This is an optimization exercise on Yosys and OpenROAD, whose aim is small area, a short achievable clock period and few clock cycles per item, not a production implementation. No functional check of the RTL was part of any run shown here.

==> flow/design.v (outline; a module is shown in full before it is edited, if it fits) <==
// module multiplier: 1724 lines
// module mul_fa: 4 lines
// module mul_bselp: 3 lines
// module mul_bsel: 3 lines
// module mul_bpp: 3 lines
// module mul_ha: 4 lines
module multiplier #(MANT_BITS=23, EXP_BITS=8)(
	input wire clk,
	input wire reset_n,
	input wire input_valid,
	input logic [EXP_BITS+MANT_BITS:0] in_a,
	input logic [EXP_BITS+MANT_BITS:0] in_b,
	output logic [EXP_BITS+MANT_BITS:0] data_out,
	output logic output_valid
);
  // ...
==> flow/flow/run.sh <==
#!/bin/bash
set -euo pipefail
export BUFFER_PORTS_ARGS="-buffer_cell sky130_fd_sc_hd__buf_4"
bash standard.sh > standard.log 2>&1
==> flow/standard.sh <==
#!/bin/bash
# synth_recipe.tcl (not shown) runs the flow's synth.tcl, then flattens the netlist and writes it again
# the make line also repeats each setting of config.mk as NAME=value (left out here)
make -C /OpenROAD-flow-scripts/flow DESIGN_CONFIG=/design/flow/config.mk WORK_HOME=/design/flow/orfs CLKGATE_MAP_FILE= SYNTH_SCRIPT=/design/flow/synth_recipe.tcl "${@:-finish}"
==> flow/config.mk <==
export PLATFORM = sky130hd
export DESIGN_NAME = multiplier
export DESIGN_NICKNAME = multiplier
export VERILOG_FILES = /design/flow/design.v
export SDC_FILE = /design/flow/constraint.sdc
export NUM_CORES = 4
export LEC_CHECK = 0
export CAP_MARGIN = 20
export CORE_MARGIN = 2
export CORE_UTILIZATION = 65
export SETUP_SLACK_MARGIN = 2.3
export SLEW_MARGIN = 20
export SYNTH_HIERARCHICAL = 1
==> flow/constraint.sdc <==
create_clock -name core_clock -period 8.0 [get_ports {clk}]
set_input_delay 1.6000 -clock core_clock [delete_from_list [all_inputs] [get_ports {clk}]]
set_output_delay 1.6000 -clock core_clock [all_outputs]
set_load 0.01 [all_outputs]
==> flow_metrics.tcl, run 1 <==
set metrics [dict create \
    clk_path_buf_depth 2 \
    endpoint_kind "flop" \
    status "complete, no violations" \
    worstPathArrival_ps 5930 \
    seq_area_share_pct 11.8 \
    final_cells 2267 \
    rsz0062_at_grt "yes" \
    start_kind "primary input" \
    tightest_slew_ps 1000 \
    cp_max_fo 25 \
    grtUsageMet1_pct 53.5 \
    tap_cells 378 \
    synth.most_common_cell "xnor2_1" \
    critPathTopFamily "adder cells" \
    synthCells 1755 \
    ys_types 77 \
    num-nets-final 2311 \
    layout_common_cells "xnor2_1 (298), a22o_1 (276), fa_1 (265)" \
    yosys-top-cells-count "xnor2_1 (310), a22o_1 (276), fa_1 (267), ha_1 (93), a21oi_1 (74)" \
    top_layer "met4" \
    cp.depth 19 \
    multi_input_area_sq_um 16200 \
    drive_above_1_share_pct 16.4 \
    use_met2_pct 60.6 \
    hold_end "sh[23]" \
    vias 15900 \
    firstDrtPassIters 6 \
    n_all_inverters 44 \
    clock_skew_ps 27.8 \
    yosysSeqAreaShare_pct 13.5 \
    post_cts_buffers 3 \
    synth_fa_ha_area_share_pct 35.5 \
    synth_mux_area_share_pct 4.42 \
]
==> run 2: changes to the inputs <==
--- a/flow/design.v
+++ b/flow/design.v
@@ -955,614 +955,616 @@
 	wire pp330 = y[23] & x[17];
 	wire pp331 = y[23] & x[18];
 	wire pp332 = y[23] & x[19];
 	wire pp333 = y[23] & x[20];
 	wire pp334 = y[23] & x[21];
 	wire pp335 = y[23] & x[22];
 	wire pp336 = y[23] & x[23];
 	wire s337, c338;
-	mul_ha us337 (neg8, pp113, s337, c338);
+	mul_fa us337 (neg2, pp29, pp5, s337, c338);
 	wire s339, c340;
-	mul_ha us339 (pp114, pp138, s339, c340);
+	mul_fa us339 (pp30, pp54, pp6, s339, c340);
 	wire s341, c342;
-	mul_fa us341 (neg9, pp115, pp139, s341, c342);
+	mul_fa us341 (neg3, pp31, pp55, s341, c342);
 	wire s343, c344;
-	mul_ha us343 (pp163, pp187, s343, c344);
+	mul_fa us343 (pp32, pp56, pp8, s343, c344);
 	wire s345, c346;
-	mul_fa us345 (pp116, pp140, pp164, s345, c346);
+	mul_fa us345 (neg4, pp105, pp33, s345, c346);
 	wire s347, c348;
-	mul_ha us347 (pp188, pp20, s347, c348);
+	mul_fa us347 (pp57, pp81, pp9, s347, c348);
 	wire s349, c350;
-	mul_fa us349 (neg10, pp117, pp141, s349, c350);
+	mul_fa us349 (pp10, pp106, pp34, s349, c350);
 	wire s351, c352;
-	mul_fa us351 (pp165, pp189, pp21, s351, c352);
+	mul_fa us351 (neg5, pp107, pp11, s351, c352);
 	wire s353, c354;
-	mul_ha us353 (pp213, pp237, s353, c354);
+	mul_fa us353 (pp131, pp35, pp59, s353, c354);
 	wire s355, c356;
-	mul_fa us355 (pp118, pp142, pp166, s355, c356);
+	mul_fa us355 (pp108, pp12, pp132, s355, c356);
 	wire s357, c358;
-	mul_fa us357 (pp190, pp214, pp22, s357, c358);
+	mul_fa us357 (pp36, pp60, pp84, s357, c358);
 	wire s359, c360;
-	mul_ha us359 (pp238, pp262, s359, c360);
+	mul_fa us359 (neg6, pp109, pp13, s359, c360);
 	wire s361, c362;
-	mul_fa us361 (neg11, pp119, pp143, s361, c362);
+	mul_fa us361 (pp133, pp157, pp37, s361, c362);
 	wire s363, c364;
-	mul_fa us363 (pp167, pp191, pp215, s363, c364);
+	mul_fa us363 (pp110, pp134, pp14, s363, c364);
 	wire s365, c366;
-	mul_fa us365 (pp23, pp239, pp263, s365, c366);
+	mul_fa us365 (pp158, pp38, pp62, s365, c366);
 	wire s367, c368;
-	mul_ha us367 (pp287, pp47, s367, c368);
+	mul_fa us367 (neg7, pp111, pp135, s367, c368);
 	wire s369, c370;
-	mul_fa us369 (pp120, pp144, pp168, s369, c370);
+	mul_fa us369 (pp15, pp159, pp183, s369, c370);
 	wire s371, c372;
-	mul_fa us371 (pp192, pp216, pp24, s371, c372);
+	mul_fa us371 (pp39, pp63, pp87, s371, c372);
 	wire s373, c374;
-	mul_fa us373 (pp240, pp264, pp288, s373, c374);
+	mul_fa us373 (pp112, pp136, pp16, s373, c374);
 	wire s375, c376;
-	mul_ha us375 (pp48, pp72, s375, c376);
+	mul_fa us375 (pp160, pp184, pp40, s375, c376);
 	wire s377, c378;
-	mul_fa us377 (pp313, pp121, pp145, s377, c378);
+	mul_fa us377 (neg8, pp113, pp137, s377, c378);
 	wire s379, c380;
-	mul_fa us379 (pp169, pp193, pp217, s379, c380);
+	mul_ha us379 (pp161, pp17, s379, c380);
 	wire s381, c382;
-	mul_fa us381 (pp241, pp25, pp265, s381, c382);
+	mul_fa us381 (pp114, pp138, pp162, s381, c382);
 	wire s383, c384;
-	mul_fa us383 (pp289, pp49, pp73, s383, c384);
+	mul_fa us383 (neg9, pp115, pp139, s383, c384);
 	wire s385, c386;
-	mul_fa us385 (neg0, pp314, pp122, s385, c386);
+	mul_ha us385 (pp163, pp187, s385, c386);
 	wire s387, c388;
-	mul_fa us387 (pp146, pp170, pp194, s387, c388);
+	mul_fa us387 (pp116, pp140, pp164, s387, c388);
 	wire s389, c390;
-	mul_fa us389 (pp218, pp242, pp266, s389, c390);
+	mul_ha us389 (pp188, pp20, s389, c390);
 	wire s391, c392;
-	mul_fa us391 (pp290, pp50, pp74, s391, c392);
+	mul_fa us391 (neg10, pp117, pp141, s391, c392);
 	wire s393, c394;
-	mul_fa us393 (neg0, pp315, pp123, s393, c394);
+	mul_fa us393 (pp165, pp189, pp21, s393, c394);
 	wire s395, c396;
-	mul_fa us395 (pp147, pp171, pp195, s395, c396);
+	mul_ha us395 (pp213, pp237, s395, c396);
 	wire s397, c398;
-	mul_fa us397 (pp219, pp243, pp267, s397, c398);
+	mul_fa us397 (pp118, pp142, pp166, s397, c398);
 	wire s399, c400;
-	mul_fa us399 (pp291, pp51, pp75, s399, c400);
+	mul_fa us399 (pp190, pp214, pp22, s399, c400);
 	wire s401, c402;
-	mul_fa us401 (pp316, pp26, pp52, s401, c402);
+	mul_ha us401 (pp238, pp262, s401, c402);
 	wire s403, c404;
-	mul_fa us403 (pp100, pp124, pp148, s403, c404);
+	mul_fa us403 (neg11, pp119, pp143, s403, c404);
 	wire s405, c406;
-	mul_fa us405 (pp172, pp196, pp220, s405, c406);
+	mul_fa us405 (pp167, pp191, pp215, s405, c406);
 	wire s407, c408;
-	mul_fa us407 (pp244, pp268, pp292, s407, c408);
+	mul_fa us407 (pp23, pp239, pp263, s407, c408);
 	wire s409, c410;
-	mul_fa us409 (1'b1, pp317, pp101, s409, c410);
+	mul_ha us409 (pp287, pp47, s409, c410);
 	wire s411, c412;
-	mul_fa us411 (pp125, pp149, pp173, s411, c412);
+	mul_fa us411 (pp120, pp144, pp168, s411, c412);
 	wire s413, c414;
-	mul_fa us413 (pp197, pp221, pp245, s413, c414);
+	mul_fa us413 (pp192, pp216, pp24, s413, c414);
 	wire s415, c416;
-	mul_ha us415 (pp269, pp293, s415, c416);
+	mul_fa us415 (pp240, pp264, pp288, s415, c416);
 	wire s417, c418;
-	mul_fa us417 (pp318, pp78, pp102, s417, c418);
+	mul_ha us417 (pp48, pp72, s417, c418);
 	wire s419, c420;
-	mul_fa us419 (pp126, pp150, pp174, s419, c420);
+	mul_fa us419 (pp313, pp121, pp145, s419, c420);
 	wire s421, c422;
-	mul_fa us421 (pp198, pp222, pp246, s421, c422);
+	mul_fa us421 (pp169, pp193, pp217, s421, c422);
 	wire s423, c424;
-	mul_fa us423 (1'b1, pp319, pp103, s423, c424);
+	mul_fa us423 (pp241, pp25, pp265, s423, c424);
 	wire s425, c426;
-	mul_fa us425 (pp127, pp151, pp175, s425, c426);
+	mul_fa us425 (pp289, pp49, pp73, s425, c426);
 	wire s427, c428;
-	mul_ha us427 (pp199, pp223, s427, c428);
+	mul_fa us427 (neg0, pp314, pp122, s427, c428);
 	wire s429, c430;
-	mul_fa us429 (pp320, pp104, pp128, s429, c430);
+	mul_fa us429 (pp146, pp170, pp194, s429, c430);
 	wire s431, c432;
-	mul_fa us431 (pp152, pp176, pp200, s431, c432);
+	mul_fa us431 (pp218, pp242, pp266, s431, c432);
 	wire s433, c434;
-	mul_fa us433 (1'b1, pp321, pp129, s433, c434);
+	mul_fa us433 (pp290, pp50, pp74, s433, c434);
 	wire s435, c436;
-	mul_ha us435 (pp153, pp177, s435, c436);
+	mul_fa us435 (neg0, pp315, pp123, s435, c436);
 	wire s437, c438;
-	mul_fa us437 (pp322, pp130, pp154, s437, c438);
+	mul_fa us437 (pp147, pp171, pp195, s437, c438);
 	wire s439, c440;
-	mul_ha us439 (1'b1, pp323, s439, c440);
+	mul_fa us439 (pp219, pp243, pp267, s439, c440);
 	wire s441, c442;
-	mul_ha us441 (neg5, pp107, s441, c442);
+	mul_fa us441 (pp291, pp51, pp75, s441, c442);
 	wire s443, c444;
-	mul_ha us443 (pp108, pp12, s443, c444);
+	mul_fa us443 (pp316, pp26, pp52, s443, c444);
 	wire s445, c446;
-	mul_fa us445 (neg6, pp109, pp13, s445, c446);
+	mul_fa us445 (pp100, pp124, pp148, s445, c446);
 	wire s447, c448;
-	mul_ha us447 (pp133, pp157, s447, c448);
+	mul_fa us447 (pp172, pp196, pp220, s447, c448);
 	wire s449, c450;
-	mul_fa us449 (pp110, pp134, pp14, s449, c450);
+	mul_fa us449 (pp244, pp268, pp292, s449, c450);
 	wire s451, c452;
-	mul_ha us451 (pp158, pp38, s451, c452);
+	mul_fa us451 (1'b1, pp317, pp101, s451, c452);
 	wire s453, c454;
-	mul_fa us453 (neg7, pp111, pp135, s453, c454);
+	mul_fa us453 (pp125, pp149, pp173, s453, c454);
 	wire s455, c456;
-	mul_fa us455 (pp15, pp159, pp183, s455, c456);
+	mul_fa us455 (pp197, pp221, pp245, s455, c456);
 	wire s457, c458;
-	mul_ha us457 (pp39, pp63, s457, c458);
+	mul_ha us457 (pp269, pp293, s457, c458);
 	wire s459, c460;
-	mul_fa us459 (pp112, pp136, pp16, s459, c460);
+	mul_fa us459 (pp318, pp78, pp102, s459, c460);
 	wire s461, c462;
-	mul_fa us461 (pp160, pp184, pp40, s461, c462);
+	mul_fa us461 (pp126, pp150, pp174, s461, c462);
 	wire s463, c464;
-	mul_ha us463 (pp64, pp88, s463, c464);
+	mul_fa us463 (pp198, pp222, pp246, s463, c464);
 	wire s465, c466;
-	mul_fa us465 (pp137, pp161, pp17, s465, c466);
+	mul_fa us465 (1'b1, pp319, pp103, s465, c466);
 	wire s467, c468;
-	mul_fa us467 (pp185, pp209, pp41, s467, c468);
+	mul_fa us467 (pp127, pp151, pp175, s467, c468);
 	wire s469, c470;
-	mul_fa us469 (pp65, pp89, s337, s469, c470);
+	mul_ha us469 (pp199, pp223, s469, c470);
 	wire s471, c472;
-	mul_fa us471 (pp162, pp18, pp186, s471, c472);
+	mul_fa us471 (pp320, pp104, pp128, s471, c472);
 	wire s473, c474;
-	mul_fa us473 (pp210, pp42, pp66, s473, c474);
+	mul_fa us473 (pp152, pp176, pp200, s473, c474);
 	wire s475, c476;
-	mul_fa us475 (pp90, c338, s339, s475, c476);
+	mul_fa us475 (1'b1, pp321, pp129, s475, c476);
 	wire s477, c478;
-	mul_fa us477 (pp19, pp211, pp235, s477, c478);
+	mul_ha us477 (pp153, pp177, s477, c478);
 	wire s479, c480;
-	mul_fa us479 (pp43, pp67, pp91, s479, c480);
+	mul_fa us479 (pp322, pp130, pp154, s479, c480);
 	wire s481, c482;
-	mul_fa us481 (c340, s343, s341, s481, c482);
+	mul_ha us481 (1'b1, pp323, s481, c482);
 	wire s483, c484;
-	mul_fa us483 (pp212, pp236, pp44, s483, c484);
+	mul_fa us483 (pp7, pp79, c340, s483, c484);
 	wire s485, c486;
-	mul_fa us485 (pp68, pp92, c344, s485, c486);
+	mul_fa us485 (pp80, c342, s343, s485, c486);
 	wire s487, c488;
-	mul_fa us487 (s347, c342, s345, s487, c488);
+	mul_fa us487 (c344, s345, s347, s487, c488);
 	wire s489, c490;
-	mul_fa us489 (pp261, pp45, pp69, s489, c490);
+	mul_fa us489 (pp58, pp82, c346, s489, c490);
 	wire s491, c492;
-	mul_fa us491 (pp93, c348, s353, s491, c492);
+	mul_fa us491 (pp83, c350, s351, s491, c492);
 	wire s493, c494;
-	mul_fa us493 (c346, s349, s351, s493, c494);
+	mul_fa us493 (c352, c354, s355, s493, c494);
 	wire s495, c496;
-	mul_fa us495 (pp46, pp70, pp94, s495, c496);
+	mul_fa us495 (pp61, pp85, c356, s495, c496);
 	wire s497, c498;
-	mul_fa us497 (c354, s359, c350, s497, c498);
+	mul_fa us497 (c358, s359, s361, s497, c498);
 	wire s499, c500;
-	mul_fa us499 (c352, s355, s357, s499, c500);
+	mul_fa us499 (pp86, c360, c362, s499, c500);
 	wire s501, c502;
-	mul_fa us501 (pp71, pp95, c360, s501, c502);
+	mul_fa us501 (c364, c366, s367, s501, c502);
 	wire s503, c504;
-	mul_fa us503 (s367, c356, c358, s503, c504);
+	mul_fa us503 (pp64, pp88, c368, s503, c504);
 	wire s505, c506;
-	mul_fa us505 (s361, s363, s365, s505, c506);
+	mul_fa us505 (c370, c372, s373, s505, c506);
 	wire s507, c508;
-	mul_fa us507 (pp96, c368, s375, s507, c508);
+	mul_fa us507 (pp185, pp209, pp41, s507, c508);
 	wire s509, c510;
-	mul_fa us509 (c362, c364, c366, s509, c510);
+	mul_fa us509 (pp65, pp89, s379, s509, c510);
 	wire s511, c512;
-	mul_fa us511 (s369, s371, s373, s511, c512);
+	mul_ha us511 (c374, c376, s511, c512);
 	wire s513, c514;
-	mul_fa us513 (pp97, c376, c370, s513, c514);
+	mul_fa us513 (pp18, pp186, pp210, s513, c514);
 	wire s515, c516;
-	mul_fa us515 (c372, c374, s377, s515, c516);
+	mul_fa us515 (pp42, pp66, pp90, s515, c516);
 	wire s517, c518;
-	mul_fa us517 (s379, s381, s383, s517, c518);
+	mul_fa us517 (c380, c378, s381, s517, c518);
 	wire s519, c520;
-	mul_fa us519 (pp98, c378, c380, s519, c520);
+	mul_fa us519 (pp19, pp211, pp235, s519, c520);
 	wire s521, c522;
-	mul_fa us521 (c382, c384, s385, s521, c522);
+	mul_fa us521 (pp43, pp67, pp91, s521, c522);
 	wire s523, c524;
-	mul_fa us523 (s387, s389, s391, s523, c524);
+	mul_fa us523 (s385, c382, s383, s523, c524);
 	wire s525, c526;
-	mul_fa us525 (pp99, c386, c388, s525, c526);
+	mul_fa us525 (pp212, pp236, pp44, s525, c526);
 	wire s527, c528;
-	mul_fa us527 (c390, c392, s393, s527, c528);
+	mul_fa us527 (pp68, pp92, c386, s527, c528);
 	wire s529, c530;
-	mul_fa us529 (s395, s397, s399, s529, c530);
+	mul_fa us529 (s389, c384, s387, s529, c530);
 	wire s531, c532;
-	mul_fa us531 (pp76, s401, c394, s531, c532);
+	mul_fa us531 (pp261, pp45, pp69, s531, c532);
 	wire s533, c534;
-	mul_fa us533 (c396, c398, c400, s533, c534);
+	mul_fa us533 (pp93, c390, s395, s533, c534);
 	wire s535, c536;
-	mul_fa us535 (s403, s405, s407, s535, c536);
+	mul_fa us535 (c388, s391, s393, s535, c536);
 	wire s537, c538;
-	mul_fa us537 (pp77, c402, s415, s537, c538);
+	mul_fa us537 (pp46, pp70, pp94, s537, c538);
 	wire s539, c540;
-	mul_fa us539 (c404, c406, c408, s539, c540);
+	mul_fa us539 (c396, s401, c392, s539, c540);
 	wire s541, c542;
-	mul_fa us541 (s409, s411, s413, s541, c542);
+	mul_fa us541 (c394, s397, s399, s541, c542);
 	wire s543, c544;
-	mul_fa us543 (pp270, pp294, c416, s543, c544);
+	mul_fa us543 (pp71, pp95, c402, s543, c544);
 	wire s545, c546;
-	mul_fa us545 (c410, c412, c414, s545, c546);
+	mul_fa us545 (s409, c398, c400, s545, c546);
 	wire s547, c548;
-	mul_fa us547 (s417, s419, s421, s547, c548);
+	mul_fa us547 (s403, s405, s407, s547, c548);
 	wire s549, c550;
-	mul_fa us549 (pp247, pp271, pp295, s549, c550);
+	mul_fa us549 (pp96, c410, s417, s549, c550);
 	wire s551, c552;
-	mul_fa us551 (s427, c418, c420, s551, c552);
+	mul_fa us551 (c404, c406, c408, s551, c552);
 	wire s553, c554;
-	mul_fa us553 (c422, s423, s425, s553, c554);
+	mul_fa us553 (s411, s413, s415, s553, c554);
 	wire s555, c556;
-	mul_fa us555 (pp224, pp248, pp272, s555, c556);
+	mul_fa us555 (pp97, c418, c412, s555, c556);
 	wire s557, c558;
-	mul_fa us557 (pp296, c428, c424, s557, c558);
+	mul_fa us557 (c414, c416, s419, s557, c558);
 	wire s559, c560;
-	mul_fa us559 (c426, s429, s431, s559, c560);
+	mul_fa us559 (s421, s423, s425, s559, c560);
 	wire s561, c562;
-	mul_fa us561 (pp201, pp225, pp249, s561, c562);
+	mul_fa us561 (pp98, c420, c422, s561, c562);
 	wire s563, c564;
-	mul_fa us563 (pp273, pp297, s435, s563, c564);
+	mul_fa us563 (c424, c426, s427, s563, c564);
 	wire s565, c566;
-	mul_fa us565 (c430, c432, s433, s565, c566);
+	mul_fa us565 (s429, s431, s433, s565, c566);
 	wire s567, c568;
-	mul_fa us567 (pp178, pp202, pp226, s567, c568);
+	mul_fa us567 (pp99, c428, c430, s567, c568);
 	wire s569, c570;
-	mul_fa us569 (pp250, pp274, pp298, s569, c570);
+	mul_fa us569 (c432, c434, s435, s569, c570);
 	wire s571, c572;
-	mul_fa us571 (c436, c434, s437, s571, c572);
+	mul_fa us571 (s437, s439, s441, s571, c572);
 	wire s573, c574;
-	mul_fa us573 (s439, pp155, pp179, s573, c574);
+	mul_fa us573 (pp76, s443, c436, s573, c574);
 	wire s575, c576;
-	mul_fa us575 (pp203, pp227, pp251, s575, c576);
+	mul_fa us575 (c438, c440, c442, s575, c576);
 	wire s577, c578;
-	mul_fa us577 (pp275, pp299, c438, s577, c578);
+	mul_fa us577 (s445, s447, s449, s577, c578);
 	wire s579, c580;
-	mul_fa us579 (pp324, pp156, c440, s579, c580);
+	mul_fa us579 (pp77, c444, s457, s579, c580);
 	wire s581, c582;
-	mul_fa us581 (pp180, pp204, pp228, s581, c582);
+	mul_fa us581 (c446, c448, c450, s581, c582);
 	wire s583, c584;
-	mul_fa us583 (pp252, pp276, pp300, s583, c584);
+	mul_fa us583 (s451, s453, s455, s583, c584);
 	wire s585, c586;
-	mul_fa us585 (1'b1, pp325, pp181, s585, c586);
+	mul_fa us585 (pp270, pp294, c458, s585, c586);
 	wire s587, c588;
-	mul_fa us587 (pp205, pp229, pp253, s587, c588);
+	mul_fa us587 (c452, c454, c456, s587, c588);
 	wire s589, c590;
-	mul_ha us589 (pp277, pp301, s589, c590);
+	mul_fa us589 (s459, s461, s463, s589, c590);
 	wire s591, c592;
-	mul_fa us591 (pp326, pp182, pp206, s591, c592);
+	mul_fa us591 (pp247, pp271, pp295, s591, c592);
 	wire s593, c594;
-	mul_fa us593 (pp230, pp254, pp278, s593, c594);
+	mul_fa us593 (s469, c460, c462, s593, c594);
 	wire s595, c596;
-	mul_fa us595 (1'b1, pp327, pp207, s595, c596);
+	mul_fa us595 (c464, s465, s467, s595, c596);
 	wire s597, c598;
-	mul_ha us597 (pp231, pp255, s597, c598);
+	mul_fa us597 (pp224, pp248, pp272, s597, c598);
 	wire s599, c600;
-	mul_fa us599 (pp328, pp208, pp232, s599, c600);
+	mul_fa us599 (pp296, c470, c466, s599, c600);
 	wire s601, c602;
-	mul_ha us601 (1'b1, pp329, s601, c602);
+	mul_fa us601 (c468, s471, s473, s601, c602);
 	wire s603, c604;
-	mul_ha us603 (neg3, pp31, s603, c604);
+	mul_fa us603 (pp201, pp225, pp249, s603, c604);
 	wire s605, c606;
-	mul_ha us605 (pp32, pp56, s605, c606);
+	mul_fa us605 (pp273, pp297, s477, s605, c606);
 	wire s607, c608;
-	mul_fa us607 (neg4, pp105, pp33, s607, c608);
+	mul_fa us607 (c472, c474, s475, s607, c608);
 	wire s609, c610;
-	mul_ha us609 (pp57, pp81, s609, c610);
+	mul_fa us609 (pp178, pp202, pp226, s609, c610);
 	wire s611, c612;
-	mul_fa us611 (pp10, pp106, pp34, s611, c612);
+	mul_fa us611 (pp250, pp274, pp298, s611, c612);
 	wire s613, c614;
-	mul_ha us613 (pp58, pp82, s613, c614);
+	mul_fa us613 (c478, c476, s479, s613, c614);
 	wire s615, c616;
-	mul_fa us615 (pp11, pp131, pp35, s615, c616);
+	mul_fa us615 (s481, pp155, pp179, s615, c616);
 	wire s617, c618;
-	mul_fa us617 (pp59, pp83, s441, s617, c618);
+	mul_fa us617 (pp203, pp227, pp251, s617, c618);
 	wire s619, c620;
-	mul_fa us619 (pp132, pp36, pp60, s619, c620);
+	mul_fa us619 (pp275, pp299, c480, s619, c620);
 	wire s621, c622;
-	mul_fa us621 (pp84, c442, s443, s621, c622);
+	mul_fa us621 (pp324, pp156, c482, s621, c622);
 	wire s623, c624;
-	mul_fa us623 (pp37, pp61, pp85, s623, c624);
+	mul_fa us623 (pp180, pp204, pp228, s623, c624);
 	wire s625, c626;
-	mul_fa us625 (c444, s447, s445, s625, c626);
+	mul_fa us625 (pp252, pp276, pp300, s625, c626);
 	wire s627, c628;
-	mul_fa us627 (pp62, pp86, c448, s627, c628);
+	mul_fa us627 (1'b1, pp325, pp181, s627, c628);
 	wire s629, c630;
-	mul_fa us629 (s451, c446, s449, s629, c630);
+	mul_fa us629 (pp205, pp229, pp253, s629, c630);
 	wire s631, c632;
-	mul_fa us631 (pp87, c452, s457, s631, c632);
+	mul_ha us631 (pp277, pp301, s631, c632);
 	wire s633, c634;
-	mul_fa us633 (c450, s453, s455, s633, c634);
+	mul_fa us633 (pp326, pp182, pp206, s633, c634);
 	wire s635, c636;
-	mul_fa us635 (c458, s463, c454, s635, c636);
+	mul_fa us635 (pp230, pp254, pp278, s635, c636);
 	wire s637, c638;
-	mul_fa us637 (c456, s459, s461, s637, c638);
+	mul_fa us637 (1'b1, pp327, pp207, s637, c638);
 	wire s639, c640;
-	mul_fa us639 (c464, c460, c462, s639, c640);
+	mul_ha us639 (pp231, pp255, s639, c640);
 	wire s641, c642;
-	mul_fa us641 (s465, s467, s469, s641, c642);
+	mul_fa us641 (pp328, pp208, pp232, s641, c642);
 	wire s643, c644;
-	mul_fa us643 (c466, c468, s471, s643, c644);
+	mul_ha us643 (1'b1, pp329, s643, c644);
 	wire s645, c646;
-	mul_fa us645 (s473, c470, s475, s645, c646);
+	mul_fa us645 (c348, s349, c488, s645, c646);
 	wire s647, c648;
-	mul_fa us647 (c472, c474, s477, s647, c648);
+	mul_fa us647 (s353, c490, s491, s647, c648);
 	wire s649, c650;
-	mul_fa us649 (s479, c476, s481, s649, c650);
+	mul_fa us649 (s357, c492, s493, s649, c650);
 	wire s651, c652;
-	mul_fa us651 (c478, c480, s483, s651, c652);
+	mul_fa us651 (c494, s495, s497, s651, c652);
 	wire s653, c654;
-	mul_fa us653 (s485, c482, s487, s653, c654);
+	mul_fa us653 (s363, s365, c496, s653, c654);
 	wire s655, c656;
-	mul_fa us655 (c484, s489, c486, s655, c656);
+	mul_fa us655 (s369, s371, c500, s655, c656);
 	wire s657, c658;
-	mul_fa us657 (s491, c488, s493, s657, c658);
+	mul_fa us657 (s375, c502, s503, s657, c658);
 	wire s659, c660;
-	mul_fa us659 (c490, s495, c492, s659, c660);
+	mul_fa us659 (s377, s507, s509, s659, c660);
 	wire s661, c662;
-	mul_fa us661 (c494, s497, s499, s661, c662);
+	mul_ha us661 (s511, c504, s661, c662);
 	wire s663, c664;
-	mul_fa us663 (c496, s501, c498, s663, c664);
+	mul_fa us663 (c508, s513, s515, s663, c664);
 	wire s665, c666;
-	mul_fa us665 (c500, s503, s505, s665, c666);
+	mul_fa us665 (c512, c510, s517, s665, c666);
 	wire s667, c668;
-	mul_fa us667 (c502, s507, c504, s667, c668);
+	mul_fa us667 (c514, c516, s519, s667, c668);
 	wire s669, c670;
-	mul_fa us669 (c506, s509, s511, s669, c670);
+	mul_fa us669 (s521, c518, s523, s669, c670);
 	wire s671, c672;
-	mul_fa us671 (c508, c510, c512, s671, c672);
+	mul_fa us671 (c520, c522, s525, s671, c672);
 	wire s673, c674;
-	mul_fa us673 (s513, s515, s517, s673, c674);
+	mul_fa us673 (s527, c524, s529, s673, c674);
 	wire s675, c676;
-	mul_fa us675 (c514, c516, c518, s675, c676);
+	mul_fa us675 (c526, s531, c528, s675, c676);
 	wire s677, c678;
-	mul_fa us677 (s519, s521, s523, s677, c678);
+	mul_fa us677 (s533, c530, s535, s677, c678);
 	wire s679, c680;
-	mul_fa us679 (c520, c522, c524, s679, c680);
+	mul_fa us679 (c532, s537, c534, s679, c680);
 	wire s681, c682;
-	mul_fa us681 (s525, s527, s529, s681, c682);
+	mul_fa us681 (c536, s539, s541, s681, c682);
 	wire s683, c684;
-	mul_fa us683 (c526, c528, c530, s683, c684);
+	mul_fa us683 (c538, s543, c540, s683, c684);
 	wire s685, c686;
-	mul_fa us685 (s531, s533, s535, s685, c686);
+	mul_fa us685 (c542, s545, s547, s685, c686);
 	wire s687, c688;
-	mul_fa us687 (s537, c532, c534, s687, c688);
+	mul_fa us687 (c544, s549, c546, s687, c688);
 	wire s689, c690;
-	mul_fa us689 (c536, s539, s541, s689, c690);
+	mul_fa us689 (c548, s551, s553, s689, c690);
 	wire s691, c692;
-	mul_fa us691 (s543, c538, c540, s691, c692);
+	mul_fa us691 (c550, c552, c554, s691, c692);
 	wire s693, c694;
-	mul_fa us693 (c542, s545, s547, s693, c694);
+	mul_fa us693 (s555, s557, s559, s693, c694);
 	wire s695, c696;
-	mul_fa us695 (s549, c544, c546, s695, c696);
+	mul_fa us695 (c556, c558, c560, s695, c696);
 	wire s697, c698;
-	mul_fa us697 (c548, s551, s553, s697, c698);
+	mul_fa us697 (s561, s563, s565, s697, c698);
 	wire s699, c700;
-	mul_fa us699 (c550, s555, c552, s699, c700);
+	mul_fa us699 (c562, c564, c566, s699, c700);
 	wire s701, c702;
-	mul_fa us701 (c554, s557, s559, s701, c702);
+	mul_fa us701 (s567, s569, s571, s701, c702);
 	wire s703, c704;
-	mul_fa us703 (c556, s561, s563, s703, c704);
+	mul_fa us703 (c568, c570, c572, s703, c704);
 	wire s705, c706;
-	mul_fa us705 (c558, c560, s565, s705, c706);
+	mul_fa us705 (s573, s575, s577, s705, c706);
 	wire s707, c708;
-	mul_fa us707 (c562, s567, s569, s707, c708);
+	mul_fa us707 (s579, c574, c576, s707, c708);
 	wire s709, c710;
-	mul_fa us709 (c564, c566, s571, s709, c710);
+	mul_fa us709 (c578, s581, s583, s709, c710);
 	wire s711, c712;
-	mul_fa us711 (c568, c570, s573, s711, c712);
+	mul_fa us711 (s585, c580, c582, s711, c712);
 	wire s713, c714;
-	mul_fa us713 (s575, c572, s577, s713, c714);
+	mul_fa us713 (c584, s587, s589, s713, c714);
 	wire s715, c716;
-	mul_fa us715 (s579, c574, c576, s715, c716);
+	mul_fa us715 (s591, c586, c588, s715, c716);
 	wire s717, c718;
-	mul_fa us717 (s581, s583, c578, s717, c718);
+	mul_fa us717 (c590, s593, s595, s717, c718);
 	wire s719, c720;
-	mul_fa us719 (s589, c580, c582, s719, c720);
+	mul_fa us719 (c592, s597, c594, s719, c720);
 	wire s721, c722;
-	mul_fa us721 (c584, s585, s587, s721, c722);
+	mul_fa us721 (c596, s599, s601, s721, c722);
 	wire s723, c724;
-	mul_fa us723 (pp302, c590, c586, s723, c724);
+	mul_fa us723 (c598, s603, s605, s723, c724);
 	wire s725, c726;
-	mul_fa us725 (c588, s591, s593, s725, c726);
+	mul_fa us725 (c600, c602, s607, s725, c726);
 	wire s727, c728;
-	mul_fa us727 (pp279, pp303, s597, s727, c728);
+	mul_fa us727 (c604, s609, s611, s727, c728);
 	wire s729, c730;
-	mul_fa us729 (c592, c594, s595, s729, c730);
+	mul_fa us729 (c606, c608, s613, s729, c730);
 	wire s731, c732;
-	mul_fa us731 (pp256, pp280, pp304, s731, c732);
+	mul_fa us731 (c610, c612, s615, s731, c732);
 	wire s733, c734;
-	mul_fa us733 (c598, c596, s599, s733, c734);
+	mul_fa us733 (s617, c614, s619, s733, c734);
 	wire s735, c736;
-	mul_fa us735 (s601, pp233, pp257, s735, c736);
+	mul_fa us735 (s621, c616, c618, s735, c736);
 	wire s737, c738;
-	mul_fa us737 (pp281, pp305, c600, s737, c738);
+	mul_fa us737 (s623, s625, c620, s737, c738);
 	wire s739, c740;
-	mul_fa us739 (pp330, pp234, c602, s739, c740);
+	mul_fa us739 (s631, c622, c624, s739, c740);
 	wire s741, c742;
-	mul_fa us741 (pp258, pp282, pp306, s741, c742);
+	mul_fa us741 (c626, s627, s629, s741, c742);
 	wire s743, c744;
-	mul_fa us743 (1'b1, pp331, pp259, s743, c744);
+	mul_fa us743 (pp302, c632, c628, s743, c744);
 	wire s745, c746;
-	mul_ha us745 (pp283, pp307, s745, c746);
+	mul_fa us745 (c630, s633, s635, s745, c746);
 	wire s747, c748;
-	mul_fa us747 (pp332, pp260, pp284, s747, c748);
+	mul_fa us747 (pp279, pp303, s639, s747, c748);
 	wire s749, c750;
-	mul_ha us749 (1'b1, pp333, s749, c750);
+	mul_fa us749 (c634, c636, s637, s749, c750);
 	wire s751, c752;
-	mul_ha us751 (neg2, pp29, s751, c752);
+	mul_fa us751 (pp256, pp280, pp304, s751, c752);
 	wire s753, c754;
-	mul_ha us753 (pp30, pp54, s753, c754);
+	mul_fa us753 (c640, c638, s641, s753, c754);
 	wire s755, c756;
-	mul_fa us755 (pp55, pp7, pp79, s755, c756);
+	mul_fa us755 (s643, pp233, pp257, s755, c756);
 	wire s757, c758;
-	mul_fa us757 (pp8, pp80, c604, s757, c758);
+	mul_fa us757 (pp281, pp305, c642, s757, c758);
 	wire s759, c760;
-	mul_fa us759 (pp9, c606, s609, s759, c760);
+	mul_fa us759 (pp330, pp234, c644, s759, c760);
 	wire s761, c762;
-	mul_fa us761 (c610, s613, c608, s761, c762);
+	mul_fa us761 (pp258, pp282, pp306, s761, c762);
 	wire s763, c764;
-	mul_fa us763 (c614, c612, s615, s763, c764);
+	mul_fa us763 (1'b1, pp331, pp259, s763, c764);
 	wire s765, c766;
-	mul_fa us765 (c616, s619, c618, s765, c766);
+	mul_ha us765 (pp283, pp307, s765, c766);
 	wire s767, c768;
-	mul_fa us767 (c620, s623, c622, s767, c768);
+	mul_fa us767 (pp332, pp260, pp284, s767, c768);
 	wire s769, c770;
-	mul_fa us769 (c624, s627, c626, s769, c770);
+	mul_ha us769 (1'b1, pp333, s769, c770);
 	wire s771, c772;
-	mul_fa us771 (c628, s631, c630, s771, c772);
+	mul_fa us771 (c498, s499, c652, s771, c772);
 	wire s773, c774;
-	mul_fa us773 (c632, c634, s635, s773, c774);
+	mul_fa us773 (s501, c654, s655, s773, c774);
 	wire s775, c776;
-	mul_fa us775 (c636, c638, s639, s775, c776);
+	mul_fa us775 (s505, c656, s657, s775, c776);
 	wire s777, c778;
-	mul_fa us777 (c640, s643, c642, s777, c778);
+	mul_fa us777 (c506, s659, s661, s777, c778);
 	wire s779, c780;
-	mul_fa us779 (c644, s647, c646, s779, c780);
+	mul_fa us779 (s663, c662, c660, s779, c780);
 	wire s781, c782;
-	mul_fa us781 (c648, s651, c650, s781, c782);
+	mul_fa us781 (c664, s667, c666, s781, c782);
 	wire s783, c784;
-	mul_fa us783 (c652, s655, c654, s783, c784);
+	mul_fa us783 (c668, s671, c670, s783, c784);
 	wire s785, c786;
-	mul_fa us785 (c656, s659, c658, s785, c786);
+	mul_fa us785 (c672, s675, c674, s785, c786);
 	wire s787, c788;
-	mul_fa us787 (c660, c662, s663, s787, c788);
+	mul_fa us787 (c676, s679, c678, s787, c788);
 	wire s789, c790;
-	mul_fa us789 (c664, c666, s667, s789, c790);
+	mul_fa us789 (c680, c682, s683, s789, c790);
 	wire s791, c792;
-	mul_fa us791 (c668, c670, s671, s791, c792);
+	mul_fa us791 (c684, c686, s687, s791, c792);
 	wire s793, c794;
-	mul_fa us793 (c672, c674, s675, s793, c794);
+	mul_fa us793 (c688, c690, s691, s793, c794);
 	wire s795, c796;
-	mul_fa us795 (c676, c678, s679, s795, c796);
+	mul_fa us795 (c692, c694, s695, s795, c796);
 	wire s797, c798;
-	mul_fa us797 (c680, c682, s683, s797, c798);
+	mul_fa us797 (c696, c698, s699, s797, c798);
 	wire s799, c800;
-	mul_fa us799 (c684, c686, s687, s799, c800);
+	mul_fa us799 (c700, c702, s703, s799, c800);
 	wire s801, c802;
-	mul_fa us801 (c688, c690, s691, s801, c802);
+	mul_fa us801 (c704, c706, s707, s801, c802);
 	wire s803, c804;
-	mul_fa us803 (c692, c694, s695, s803, c804);
+	mul_fa us803 (c708, c710, s711, s803, c804);
 	wire s805, c806;
-	mul_fa us805 (c696, c698, s699, s805, c806);
+	mul_fa us805 (c712, c714, s715, s805, c806);
 	wire s807, c808;
-	mul_fa us807 (s703, c700, c702, s807, c808);
+	mul_fa us807 (c716, c718, s719, s807, c808);
 	wire s809, c810;
-	mul_fa us809 (s707, c704, c706, s809, c810);
+	mul_fa us809 (s723, c720, c722, s809, c810);
 	wire s811, c812;
-	mul_fa us811 (c708, s711, c710, s811, c812);
+	mul_fa us811 (s727, c724, c726, s811, c812);
 	wire s813, c814;
-	mul_fa us813 (c712, s715, c714, s813, c814);
+	mul_fa us813 (c728, s731, c730, s813, c814);
 	wire s815, c816;
-	mul_fa us815 (c716, s719, s721, s815, c816);
+	mul_fa us815 (c732, s735, c734, s815, c816);
 	wire s817, c818;
-	mul_fa us817 (c720, c722, s723, s817, c818);
+	mul_fa us817 (c736, s739, s741, s817, c818);
 	wire s819, c820;
-	mul_fa us819 (s727, c724, c726, s819, c820);
+	mul_fa us819 (c740, c742, s743, s819, c820);
 	wire s821, c822;
-	mul_fa us821 (s731, c728, c730, s821, c822);
+	mul_fa us821 (s747, c744, c746, s821, c822);
 	wire s823, c824;
-	mul_fa us823 (c732, s735, c734, s823, c824);
+	mul_fa us823 (s751, c748, c750, s823, c824);
 	wire s825, c826;
-	mul_fa us825 (s739, c736, s741, s825, c826);
+	mul_fa us825 (c752, s755, c754, s825, c826);
 	wire s827, c828;
-	mul_fa us827 (s745, c740, c742, s827, c828);
+	mul_fa us827 (s759, c756, s761, s827, c828);
 	wire s829, c830;
-	mul_fa us829 (pp308, c746, c744, s829, c830);
+	mul_fa us829 (s765, c760, c762, s829, c830);
 	wire s831, c832;
-	mul_fa us831 (s749, pp285, pp309, s831, c832);
+	mul_fa us831 (pp308, c766, c764, s831, c832);
 	wire s833, c834;
-	mul_fa us833 (pp334, pp286, c750, s833, c834);
+	mul_fa us833 (s769, pp285, pp309, s833, c834);
 	wire s835, c836;
-	mul_ha us835 (1'b1, pp335, s835, c836);
+	mul_fa us835 (pp334, pp286, c770, s835, c836);
 	wire s837, c838;
-	mul_ha us837 (neg1, pp27, s837, c838);
+	mul_ha us837 (1'b1, pp335, s837, c838);
 	wire s839, c840;
-	mul_ha us839 (pp28, pp4, s839, c840);
+	mul_ha us839 (neg1, pp27, s839, c840);
 	wire s841, c842;
-	mul_fa us841 (pp5, pp53, s751, s841, c842);
+	mul_ha us841 (pp28, pp4, s841, c842);
 	wire s843, c844;
-	mul_fa us843 (pp6, c752, s753, s843, c844);
+	mul_ha us843 (pp53, s337, s843, c844);
 	wire s845, c846;
-	mul_fa us845 (c754, s603, s755, s845, c846);
+	mul_ha us845 (c338, s339, s845, c846);
 	wire s847, c848;
-	mul_fa us847 (s605, c756, s757, s847, c848);
+	mul_ha us847 (s341, s483, s847, c848);
 	wire s849, c850;
-	mul_fa us849 (s607, c758, s759, s849, c850);
+	mul_ha us849 (c484, s485, s849, c850);
 	wire s851, c852;
-	mul_fa us851 (s611, c760, s761, s851, c852);
+	mul_ha us851 (c486, s487, s851, c852);
 	wire s853, c854;
-	mul_fa us853 (s617, c762, s763, s853, c854);
+	mul_ha us853 (s489, s645, s853, c854);
 	wire s855, c856;
-	mul_fa us855 (s621, c764, s765, s855, c856);
+	mul_ha us855 (c646, s647, s855, c856);
 	wire s857, c858;
-	mul_fa us857 (s625, c766, s767, s857, c858);
+	mul_ha us857 (c648, s649, s857, c858);
 	wire s859, c860;
-	mul_fa us859 (s629, c768, s769, s859, c860);
+	mul_ha us859 (c650, s651, s859, c860);
 	wire s861, c862;
-	mul_fa us861 (s633, c770, s771, s861, c862);
+	mul_ha us861 (s653, s771, s861, c862);
 	wire s863, c864;
-	mul_fa us863 (s637, c772, s773, s863, c864);
+	mul_ha us863 (c772, s773, s863, c864);
 	wire s865, c866;
-	mul_fa us865 (s641, c774, s775, s865, c866);
+	mul_ha us865 (c774, s775, s865, c866);
 	wire s867, c868;
-	mul_fa us867 (s645, c776, s777, s867, c868);
+	mul_fa us867 (c658, s777, c776, s867, c868);
 	wire s869, c870;
-	mul_fa us869 (s649, c778, s779, s869, c870);
+	mul_fa us869 (s665, s779, c778, s869, c870);
 	wire s871, c872;
-	mul_fa us871 (s653, c780, s781, s871, c872);
+	mul_fa us871 (s669, c780, s781, s871, c872);
 	wire s873, c874;
-	mul_fa us873 (s657, c782, s783, s873, c874);
+	mul_fa us873 (s673, c782, s783, s873, c874);
 	wire s875, c876;
-	mul_fa us875 (s661, c784, s785, s875, c876);
+	mul_fa us875 (s677, c784, s785, s875, c876);
 	wire s877, c878;
-	mul_fa us877 (s665, c786, s787, s877, c878);
+	mul_fa us877 (s681, c786, s787, s877, c878);
 	wire s879, c880;
-	mul_fa us879 (s669, c788, s789, s879, c880);
+	mul_fa us879 (s685, c788, s789, s879, c880);
 	wire s881, c882;
-	mul_fa us881 (s673, c790, s791, s881, c882);
+	mul_fa us881 (s689, c790, s791, s881, c882);
 	wire s883, c884;
-	mul_fa us883 (s677, c792, s793, s883, c884);
+	mul_fa us883 (s693, c792, s793, s883, c884);
 	wire s885, c886;
-	mul_fa us885 (s681, c794, s795, s885, c886);
+	mul_fa us885 (s697, c794, s795, s885, c886);
 	wire s887, c888;
-	mul_fa us887 (s685, c796, s797, s887, c888);
+	mul_fa us887 (s701, c796, s797, s887, c888);
 	wire s889, c890;
-	mul_fa us889 (s689, c798, s799, s889, c890);
+	mul_fa us889 (s705, c798, s799, s889, c890);
 	wire s891, c892;
-	mul_fa us891 (s693, c800, s801, s891, c892);
+	mul_fa us891 (s709, c800, s801, s891, c892);
 	wire s893, c894;
-	mul_fa us893 (s697, c802, s803, s893, c894);
+	mul_fa us893 (s713, c802, s803, s893, c894);
 	wire s895, c896;
-	mul_fa us895 (s701, c804, s805, s895, c896);
+	mul_fa us895 (s717, c804, s805, s895, c896);
 	wire s897, c898;
-	mul_fa us897 (s705, c806, s807, s897, c898);
+	mul_fa us897 (s721, c806, s807, s897, c898);
 	wire s899, c900;
-	mul_fa us899 (s709, c808, s809, s899, c900);
+	mul_fa us899 (s725, c808, s809, s899, c900);
 	wire s901, c902;
-	mul_fa us901 (s713, c810, s811, s901, c902);
+	mul_fa us901 (s729, c810, s811, s901, c902);
 	wire s903, c904;
-	mul_fa us903 (s717, c812, s813, s903, c904);
+	mul_fa us903 (s733, c812, s813, s903, c904);
 	wire s905, c906;
-	mul_fa us905 (c718, s815, c814, s905, c906);
+	mul_fa us905 (s737, c814, s815, s905, c906);
 	wire s907, c908;
-	mul_fa us907 (s725, c816, s817, s907, c908);
+	mul_fa us907 (c738, s817, c816, s907, c908);
 	wire s909, c910;
-	mul_fa us909 (s729, c818, s819, s909, c910);
+	mul_fa us909 (s745, c818, s819, s909, c910);
 	wire s911, c912;
-	mul_fa us911 (s733, c820, s821, s911, c912);
+	mul_fa us911 (s749, c820, s821, s911, c912);
 	wire s913, c914;
-	mul_fa us913 (s737, c822, s823, s913, c914);
+	mul_fa us913 (s753, c822, s823, s913, c914);
 	wire s915, c916;
-	mul_fa us915 (c738, s825, c824, s915, c916);
+	mul_fa us915 (s757, c824, s825, s915, c916);
 	wire s917, c918;
-	mul_fa us917 (s743, c826, s827, s917, c918);
+	mul_fa us917 (c758, s827, c826, s917, c918);
 	wire s919, c920;
-	mul_fa us919 (s747, c828, s829, s919, c920);
+	mul_fa us919 (s763, c828, s829, s919, c920);
 	wire s921, c922;
-	mul_fa us921 (c748, s831, c830, s921, c922);
+	mul_fa us921 (s767, c830, s831, s921, c922);
 	wire s923, c924;
-	mul_fa us923 (pp310, s833, c832, s923, c924);
+	mul_fa us923 (c768, s833, c832, s923, c924);
 	wire s925, c926;
-	mul_fa us925 (s835, pp311, c834, s925, c926);
+	mul_fa us925 (pp310, s835, c834, s925, c926);
 	wire s927, c928;
-	mul_fa us927 (pp336, pp312, c836, s927, c928);
-wire [16:0] lo_sum = {1'b0, {c862, c860, c858, c856, c854, c852, c850, c848, c846, c844, c842, c840, c838, pp3, pp2, neg0}} + {1'b0, {s863, s861, s859, s857, s855, s853, s851, s849, s847, s845, s843, s841, s839, s837, 1'b0, pp1}};
+	mul_fa us927 (s837, pp311, c836, s927, c928);
+	wire s929, c930;
+	mul_fa us929 (pp336, pp312, c838, s929, c930);
+wire [16:0] lo_sum = {1'b0, {c864, c862, c860, c858, c856, c854, c852, c850, c848, c846, c844, c842, c840, pp3, pp2, neg0}} + {1'b0, {s865, s863, s861, s859, s857, s855, s853, s851, s849, s847, s845, s843, s841, s839, 1'b0, pp1}};
 logic [31:0] ra, rb;
 logic rc;
 logic sgn, inf_r, zero_r;
 always_ff @(posedge clk) begin
-	ra <= {s927, s925, s923, c920, c918, s917, c914, c912, c910, c908, s907, c904, c902, c900, c898, c896, c894, c892, c890, c888, c886, c884, c882, c880, c878, c876, c874, c872, c870, c868, c866, c864};
-	rb <= {c926, c924, c922, s921, s919, c916, s915, s913, s911, s909, c906, s905, s903, s901, s899, s897, s895, s893, s891, s889, s887, s885, s883, s881, s879, s877, s875, s873, s871, s869, s867, s865};
+	ra <= {s929, s927, s925, c922, c920, s919, c916, c914, c912, c910, s909, c906, c904, c902, c900, c898, c896, c894, c892, c890, c888, c886, c884, c882, c880, c878, c876, c874, c872, c870, s869, c866};
+	rb <= {c928, c926, c924, s923, s921, c918, s917, s915, s913, s911, c908, s907, s905, s903, s901, s899, s897, s895, s893, s891, s889, s887, s885, s883, s881, s879, s877, s875, s873, s871, c868, s867};
 	rc <= lo_sum[16];
 	sgn <= in_a[31] ^ in_b[31];
 	inf_r <= (ea == 8'hff) || (eb == 8'hff) || (esum >= 10'd382);
 	zero_r <= (za && in_a[22:0] == 0) || (zb && in_b[22:0] == 0) || (esum < 10'd128);
 	if (st == IDLE) begin
 		e <= 9'(esum - 10'd127);
 		s126_r <= (esum == 10'd128);
 	end else if (shifting)
@@ -1577,149 +1579,18 @@
 		case (st)
 			IDLE: if (input_valid && slow) st <= LOAD;
 			LOAD: st <= SHIFT;
 			SHIFT: if (!shifting) st <= MUL;
 			default: st <= IDLE;
 		endcase
 	end
 end
-wire [31:0] ag = ra & rb;
-wire [31:0] ap = ra ^ rb;
-wire sg0_0 = ag[0] | (ap[0] & rc);
-wire sg1_1 = ag[1] | (ap[1] & sg0_0);
-wire sg1_3 = ag[3] | (ap[3] & ag[2]);
-wire sp1_3 = ap[3] & ap[2];
-wire sg1_5 = ag[5] | (ap[5] & ag[4]);
-wire sp1_5 = ap[5] & ap[4];
-wire sg1_7 = ag[7] | (ap[7] & ag[6]);
-wire sp1_7 = ap[7] & ap[6];
-wire sg1_9 = ag[9] | (ap[9] & ag[8]);
-wire sp1_9 = ap[9] & ap[8];
-wire sg1_11 = ag[11] | (ap[11] & ag[10]);
-wire sp1_11 = ap[11] & ap[10];
-wire sg1_13 = ag[13] | (ap[13] & ag[12]);
-wire sp1_13 = ap[13] & ap[12];
-wire sg1_15 = ag[15] | (ap[15] & ag[14]);
-wire sp1_15 = ap[15] & ap[14];
-wire sg1_17 = ag[17] | (ap[17] & ag[16]);
-wire sp1_17 = ap[17] & ap[16];
-wire sg1_19 = ag[19] | (ap[19] & ag[18]);
-wire sp1_19 = ap[19] & ap[18];
-wire sg1_21 = ag[21] | (ap[21] & ag[20]);
-wire sp1_21 = ap[21] & ap[20];
-wire sg1_23 = ag[23] | (ap[23] & ag[22]);
-wire sp1_23 = ap[23] & ap[22];
-wire sg1_25 = ag[25] | (ap[25] & ag[24]);
-wire sp1_25 = ap[25] & ap[24];
-wire sg1_27 = ag[27] | (ap[27] & ag[26]);
-wire sp1_27 = ap[27] & ap[26];
-wire sg1_29 = ag[29] | (ap[29] & ag[28]);
-wire sp1_29 = ap[29] & ap[28];
-wire sg1_31 = ag[31] | (ap[31] & ag[30]);
-wire sp1_31 = ap[31] & ap[30];
-wire sg2_2 = ag[2] | (ap[2] & sg1_1);
-wire sg2_3 = sg1_3 | (sp1_3 & sg1_1);
-wire sg2_6 = ag[6] | (ap[6] & sg1_5);
-wire sp2_6 = ap[6] & sp1_5;
-wire sg2_7 = sg1_7 | (sp1_7 & sg1_5);
-wire sp2_7 = sp1_7 & sp1_5;
-wire sg2_10 = ag[10] | (ap[10] & sg1_9);
-wire sp2_10 = ap[10] & sp1_9;
-wire sg2_11 = sg1_11 | (sp1_11 & sg1_9);
-wire sp2_11 = sp1_11 & sp1_9;
-wire sg2_14 = ag[14] | (ap[14] & sg1_13);
-wire sp2_14 = ap[14] & sp1_13;
-wire sg2_15 = sg1_15 | (sp1_15 & sg1_13);
-wire sp2_15 = sp1_15 & sp1_13;
-wire sg2_18 = ag[18] | (ap[18] & sg1_17);
-wire sp2_18 = ap[18] & sp1_17;
-wire sg2_19 = sg1_19 | (sp1_19 & sg1_17);
-wire sp2_19 = sp1_19 & sp1_17;
-wire sg2_22 = ag[22] | (ap[22] & sg1_21);
-wire sp2_22 = ap[22] & sp1_21;
-wire sg2_23 = sg1_23 | (sp1_23 & sg1_21);
-wire sp2_23 = sp1_23 & sp1_21;
-wire sg2_26 = ag[26] | (ap[26] & sg1_25);
-wire sp2_26 = ap[26] & sp1_25;
-wire sg2_27 = sg1_27 | (sp1_27 & sg1_25);
-wire sp2_27 = sp1_27 & sp1_25;
-wire sg2_30 = ag[30] | (ap[30] & sg1_29);
-wire sp2_30 = ap[30] & sp1_29;
-wire sg2_31 = sg1_31 | (sp1_31 & sg1_29);
-wire sp2_31 = sp1_31 & sp1_29;
-wire sg3_4 = ag[4] | (ap[4] & sg2_3);
-wire sg3_5 = sg1_5 | (sp1_5 & sg2_3);
-wire sg3_6 = sg2_6 | (sp2_6 & sg2_3);
-wire sg3_7 = sg2_7 | (sp2_7 & sg2_3);
-wire sg3_12 = ag[12] | (ap[12] & sg2_11);
-wire sp3_12 = ap[12] & sp2_11;
-wire sg3_13 = sg1_13 | (sp1_13 & sg2_11);
-wire sp3_13 = sp1_13 & sp2_11;
-wire sg3_14 = sg2_14 | (sp2_14 & sg2_11);
-wire sp3_14 = sp2_14 & sp2_11;
-wire sg3_15 = sg2_15 | (sp2_15 & sg2_11);
-wire sp3_15 = sp2_15 & sp2_11;
-wire sg3_20 = ag[20] | (ap[20] & sg2_19);
-wire sp3_20 = ap[20] & sp2_19;
-wire sg3_21 = sg1_21 | (sp1_21 & sg2_19);
-wire sp3_21 = sp1_21 & sp2_19;
-wire sg3_22 = sg2_22 | (sp2_22 & sg2_19);
-wire sp3_22 = sp2_22 & sp2_19;
-wire sg3_23 = sg2_23 | (sp2_23 & sg2_19);
-wire sp3_23 = sp2_23 & sp2_19;
-wire sg3_28 = ag[28] | (ap[28] & sg2_27);
-wire sp3_28 = ap[28] & sp2_27;
-wire sg3_29 = sg1_29 | (sp1_29 & sg2_27);
-wire sp3_29 = sp1_29 & sp2_27;
-wire sg3_30 = sg2_30 | (sp2_30 & sg2_27);
-wire sp3_30 = sp2_30 & sp2_27;
-wire sg3_31 = sg2_31 | (sp2_31 & sg2_27);
-wire sp3_31 = sp2_31 & sp2_27;
-wire sg4_8 = ag[8] | (ap[8] & sg3_7);
-wire sg4_9 = sg1_9 | (sp1_9 & sg3_7);
-wire sg4_10 = sg2_10 | (sp2_10 & sg3_7);
-wire sg4_11 = sg2_11 | (sp2_11 & sg3_7);
-wire sg4_12 = sg3_12 | (sp3_12 & sg3_7);
-wire sg4_13 = sg3_13 | (sp3_13 & sg3_7);
-wire sg4_14 = sg3_14 | (sp3_14 & sg3_7);
-wire sg4_15 = sg3_15 | (sp3_15 & sg3_7);
-wire sg4_24 = ag[24] | (ap[24] & sg3_23);
-wire sp4_24 = ap[24] & sp3_23;
-wire sg4_25 = sg1_25 | (sp1_25 & sg3_23);
-wire sp4_25 = sp1_25 & sp3_23;
-wire sg4_26 = sg2_26 | (sp2_26 & sg3_23);
-wire sp4_26 = sp2_26 & sp3_23;
-wire sg4_27 = sg2_27 | (sp2_27 & sg3_23);
-wire sp4_27 = sp2_27 & sp3_23;
-wire sg4_28 = sg3_28 | (sp3_28 & sg3_23);
-wire sp4_28 = sp3_28 & sp3_23;
-wire sg4_29 = sg3_29 | (sp3_29 & sg3_23);
-wire sp4_29 = sp3_29 & sp3_23;
-wire sg4_30 = sg3_30 | (sp3_30 & sg3_23);
-wire sp4_30 = sp3_30 & sp3_23;
-wire sg4_31 = sg3_31 | (sp3_31 & sg3_23);
-wire sp4_31 = sp3_31 & sp3_23;
-wire sg5_16 = ag[16] | (ap[16] & sg4_15);
-wire sg5_17 = sg1_17 | (sp1_17 & sg4_15);
-wire sg5_18 = sg2_18 | (sp2_18 & sg4_15);
-wire sg5_19 = sg2_19 | (sp2_19 & sg4_15);
-wire sg5_20 = sg3_20 | (sp3_20 & sg4_15);
-wire sg5_21 = sg3_21 | (sp3_21 & sg4_15);
-wire sg5_22 = sg3_22 | (sp3_22 & sg4_15);
-wire sg5_23 = sg3_23 | (sp3_23 & sg4_15);
-wire sg5_24 = sg4_24 | (sp4_24 & sg4_15);
-wire sg5_25 = sg4_25 | (sp4_25 & sg4_15);
-wire sg5_26 = sg4_26 | (sp4_26 & sg4_15);
-wire sg5_27 = sg4_27 | (sp4_27 & sg4_15);
-wire sg5_28 = sg4_28 | (sp4_28 & sg4_15);
-wire sg5_29 = sg4_29 | (sp4_29 & sg4_15);
-wire sg5_30 = sg4_30 | (sp4_30 & sg4_15);
-wire sg5_31 = sg4_31 | (sp4_31 & sg4_15);
-wire [31:0] p = {ap[31] ^ sg5_30, ap[30] ^ sg5_29, ap[29] ^ sg5_28, ap[28] ^ sg5_27, ap[27] ^ sg5_26, ap[26] ^ sg5_25, ap[25] ^ sg5_24, ap[24] ^ sg5_23, ap[23] ^ sg5_22, ap[22] ^ sg5_21, ap[21] ^ sg5_20, ap[20] ^ sg5_19, ap[19] ^ sg5_18, ap[18] ^ sg5_17, ap[17] ^ sg5_16, ap[16] ^ sg4_15, ap[15] ^ sg4_14, ap[14] ^ sg4_13, ap[13] ^ sg4_12, ap[12] ^ sg4_11, ap[11] ^ sg4_10, ap[10] ^ sg4_9, ap[9] ^ sg4_8, ap[8] ^ sg3_7, ap[7] ^ sg3_6, ap[6] ^ sg3_5, ap[5] ^ sg3_4, ap[4] ^ sg2_3, ap[3] ^ sg2_2, ap[2] ^ sg1_1, ap[1] ^ sg0_0, ap[0] ^ rc};
+wire [32:0] ps = {ra, 1'b1} + {rb, rc};    
+wire [31:0] p = ps[32:1];                     
 wire p47 = p[31];
 wire p46 = p[30];
 wire [22:0] mo = p47 ? p[30:8] : p[29:7];
 wire [7:0] e1 = e[7:0] + 8'd1;
 wire [7:0] eo = p47 ? e1 : (s126_r && !p46) ? 8'd0 : e[7:0];
 assign data_out = {sgn, inf_r ? {8'hff, 23'd0} : zero_r ? 31'd0 : {eo, mo}};
 endmodule
 module mul_fa(input a, input b, input c, output s, output co);
==> flow/config.mk (replaced) <==
export PLATFORM = sky130hd
export DESIGN_NAME = multiplier
export DESIGN_NICKNAME = multiplier
export VERILOG_FILES = /design/flow/design.v
export SDC_FILE = /design/flow/constraint.sdc
export NUM_CORES = 4
export LEC_CHECK = 0
export CAP_MARGIN = 20
export CORE_MARGIN = 2
export CORE_UTILIZATION = 60
export SETUP_SLACK_MARGIN = 2.3
export SLEW_MARGIN = 20
export SYNTH_HIERARCHICAL = 1
==> run 2 against run 1 <==
  * Still clean on timing, DRC and antenna
  * Final cell count increased by 4.1%
  * Critical path depth fell by 1
  * Non-clock buffer count grew 37
  * Setup slack better by 6.8 ps
  * Synthesized cell count rose by 1.5%
  * Routed wire length up 2.5%
  * Largest cell class unchanged
==> flow_metrics.tcl, run 2 <==
set metrics [dict create \
    whs_ps 637 \
    slowest_delay_ps 590 \
    critical_path.cell_chain "buf_4, mux2i_4, clkinv_4, or3_4, nand2_4, buf_4, a22o_1, xnor2_1, fa_1, fa_1, fa_2, fa_1, ha_1, ha_4, a21oi_1, o21ai_1, nor3_1, a21oi_1" \
    fmax_ghz 0.177 \
    cp_common_cell "fa_1" \
    ys_warn_count 7 \
    synth_flop_cell "dfxtp_1" \
    cts_tree "done" \
    hold_path_depth 2 \
    antenna_cells 0 \
    clock_sinks 106 \
    clock_skew_ps 31.8 \
    dp_hpwl_microns 41100 \
    synth_seq_cells 106 \
    critPathKind "primary input to flop" \
    viasPerCell 6.82 \
    rrSetupSlack_ps 2470 \
    worstPathArrival_ps 5950 \
    layout_common_cells "xnor2_1 (312), a22o_1 (276), fa_1 (259)" \
    dieHeight_microns 180 \
    ant_nets 0 \
    grt_max_degree 51 \
    htree_num_levels 3 \
    drt_iter0_markers 1833 \
    reg_top3 "ra: 32 flops, rb: 32 flops, sh: 24 flops" \
    remaining_drc_errors 0 \
    min_period_ps 5660 \
    synth.avg_cell_area_sq_um 10.5 \
    setup_tns_ps 0 \
    ys_types 69 \
    start_kind "primary input" \
    cts_buffers 9 \
    clk_path_buf_depth 2 \
    yosys-top-cells-count "xnor2_1 (326), a22o_1 (276), fa_1 (265), nor2_1 (95), ha_1 (94)" \
    hold_start "st[1]" \
    post_drt_wl_per_cell_microns 26.2 \
    clock_latency_ps 390 \
    cp_max_fo 5 \
    yosysSeqAreaShare_pct 13.3 \
    die_w_microns 180 \
    hold_end "st[1]" \
    area_growth_pct 16.7 \
    relSlewSlack_pct 27.2 \
    vias 16100 \
    yosys.area.top_type "fa_1" \
    rsz0062_at_grt "yes" \
    grt_pass1_wl_microns 94000 \
    mostFrequentLayoutCell "xnor2_1" \
    r2r_cells 17 \
    clk_pin_slew_ps 110 \
    gr-total-overflow 0 \
    r2r-start "sh_a" \
    synthCells 1782 \
    r2r-end "rb[7]" \
    grt_pass1_vias 15900 \
    ios 100 \
    setup_violations 0 \
    async_reset_ff_share_pct 2.83 \
    cts-root-buf "clkbuf_16" \
    die_area_sq_um 32500 \
    antenna_found_initial 0 \
    synth-edff-count 34 \
    drv_slew 0 \
    endpoint_kind "flop" \
    firstDrtPassIters 7 \
    ys_top_cells_by_area "fa_1 (28%), xnor2_1 (15%), a22o_1 (13%)" \
    timing.final.crit_share_pct 70.7 \
    cpMaxStageDelayCell "fa_1" \
    crit_required_ps 8290 \
    cap_violations 0 \
    portBuffers 99 \
    holdCritPathClass "flop to flop" \
    wirelength_microns 61900 \
    finalHoldViolations 0 \
    netlist_area_sq_um 18600 \
    synth.most_common_cell "xnor2_1" \
    tightest_slew_ps 1090 \
    grt_util_all_layers_pct 37.3 \
    place_congestion 0.908 \
    synth.top_cell.area_share_pct 28.5 \
    status "complete, no violations" \
    start_util_pct 60.9 \
    core_area_sq_um 30600 \
    drive_above_1_share_pct 18.3 \
    row_count 64 \
    num-nets-final 2384 \
]
==> run 2: cell families after synthesis <==
logic type      count (synthesis)  share of synthesized area (%)
compound gates                479                           19.8
xor+xnor                      341                           16.0
fa+ha+maj                     359                           34.8
buf+inv                       103                           2.61
flops                         106                           13.3
mux                            95                           5.60
other cells                     1                         0.0201
simple gates                  298                           7.86
==> run 2: how the worst max path moves through the flow <==
stage | end | slack [ps] | from | depth (start not counted)
CTS | rc | 2260 | sh_a | 20
global placement | rb[15] | 1330 | in_a[28] | 13
global route | rc | 2150 | in_b[3] | 21
floorplan | rc | 2220 | in_b[10] | 15
finish | rc | 2340 | in_b[3] | 18
detailed placement | rb[10] | 1330 | in_a[28] | 13
==> run 2: worst max-delay path, delay by kind of cell <==
family          cells  cell delay [ps]
compound gates      4              450
xor+xnor            1              110
fa+ha+maj           6             2400
buf+inv             3              440
mux                 1              260
simple gates        3              670
==> run 2: what timing repair did <==
| action | CTS | global route |
|---|---|---|
| buffers inserted | 34 | 38 |
| resized for setup | 40 | 63 |
| setup endpoints to repair | 55 | 27 |
| pin swaps | 11 | 12 |
| gates cloned | 12 | 4 |
| hold buffers | 0 | 0 |
==> run 2: cell type report <==
cell class	count	area (sq um)
fill	2333	8840
timing repair buffer	205	1790
multi-input combinational	1594	16500
clock buffer	10	229
inverter	41	179
timing repair inverter	1	5.00
sequential	106	2480
clock inverter	6	82.6
tap	396	495
==> run 2: metrics by stage <==
| stage | instances | area, sq um | setup slack [ps] | utilization, % |
|---|---|---|---|---|
| after detailed placement | 2255 | 20100 | 1330 | 65.8 |
| after CTS | 2317 | 21100 | 2260 | 69.0 |
| final | 2359 | 21800 | 2340 | 71.1 |
| after global routing | 2359 | 21800 | 2150 | 71.1 |
| after global placement | 2255 | 20100 | 1330 | 65.8 |
| after floorplan | 1791 | 19000 | 2220 | - |
==> run 2: Yosys stat by module, one instance, submodules excluded <==
| module | copies in the design | cell area (sq um) | flops+latches |
|---|---|---|---|
| mul_bselp | 276 | 8.76 | 0 |
| mul_fa | 264 | 20.0 | 0 |
| mul_ha | 33 | 12.5 | 0 |
| multiplier | 1 | 10500 | 106 |
==> run 2: routing by layer <==
layer	vias to the layer above	global-route usage [%]	wire, microns
met5	-	0	0
met4	0	13.1	2470
li1	6830	-	-
met1	7863	51.5	23800
met2	1203	56.2	27100
met3	204	11.2	8480

afterwards: timing with drivers on the ports:
How much do the figures lean on ideal ports? The routed layouts below were timed once more, with nothing changed but the port constraints.
Step 1 assumes that a clkbuf_16 drives the clock port and a buf_2 every other input.
Step 2 adds t to the input delays and takes it off the output delays; t is the mean of the earliest and latest rising clock arrival at the registers after step 1. Input paths then give back, and output paths get back, about the clock's delay inside the block.
Slacks: ideal / step 1 / step 2; pairs: ideal / step 1.
run | t, ns | setup slack, ns | worst setup path after step 2 | worst slew at a driven data input, ns
run 1 | 0.435 | 2.337 / 2.368 / 1.933 | input to register | 0.05
run 2 | 0.430 | 2.343 / 2.374 / 1.944 | input to register | 0.06
After both steps every run listed still meets setup and hold. For run 1, which loses most, drivers alone change the setup slack by +0.031 ns; drivers and shift together by -0.404 ns.
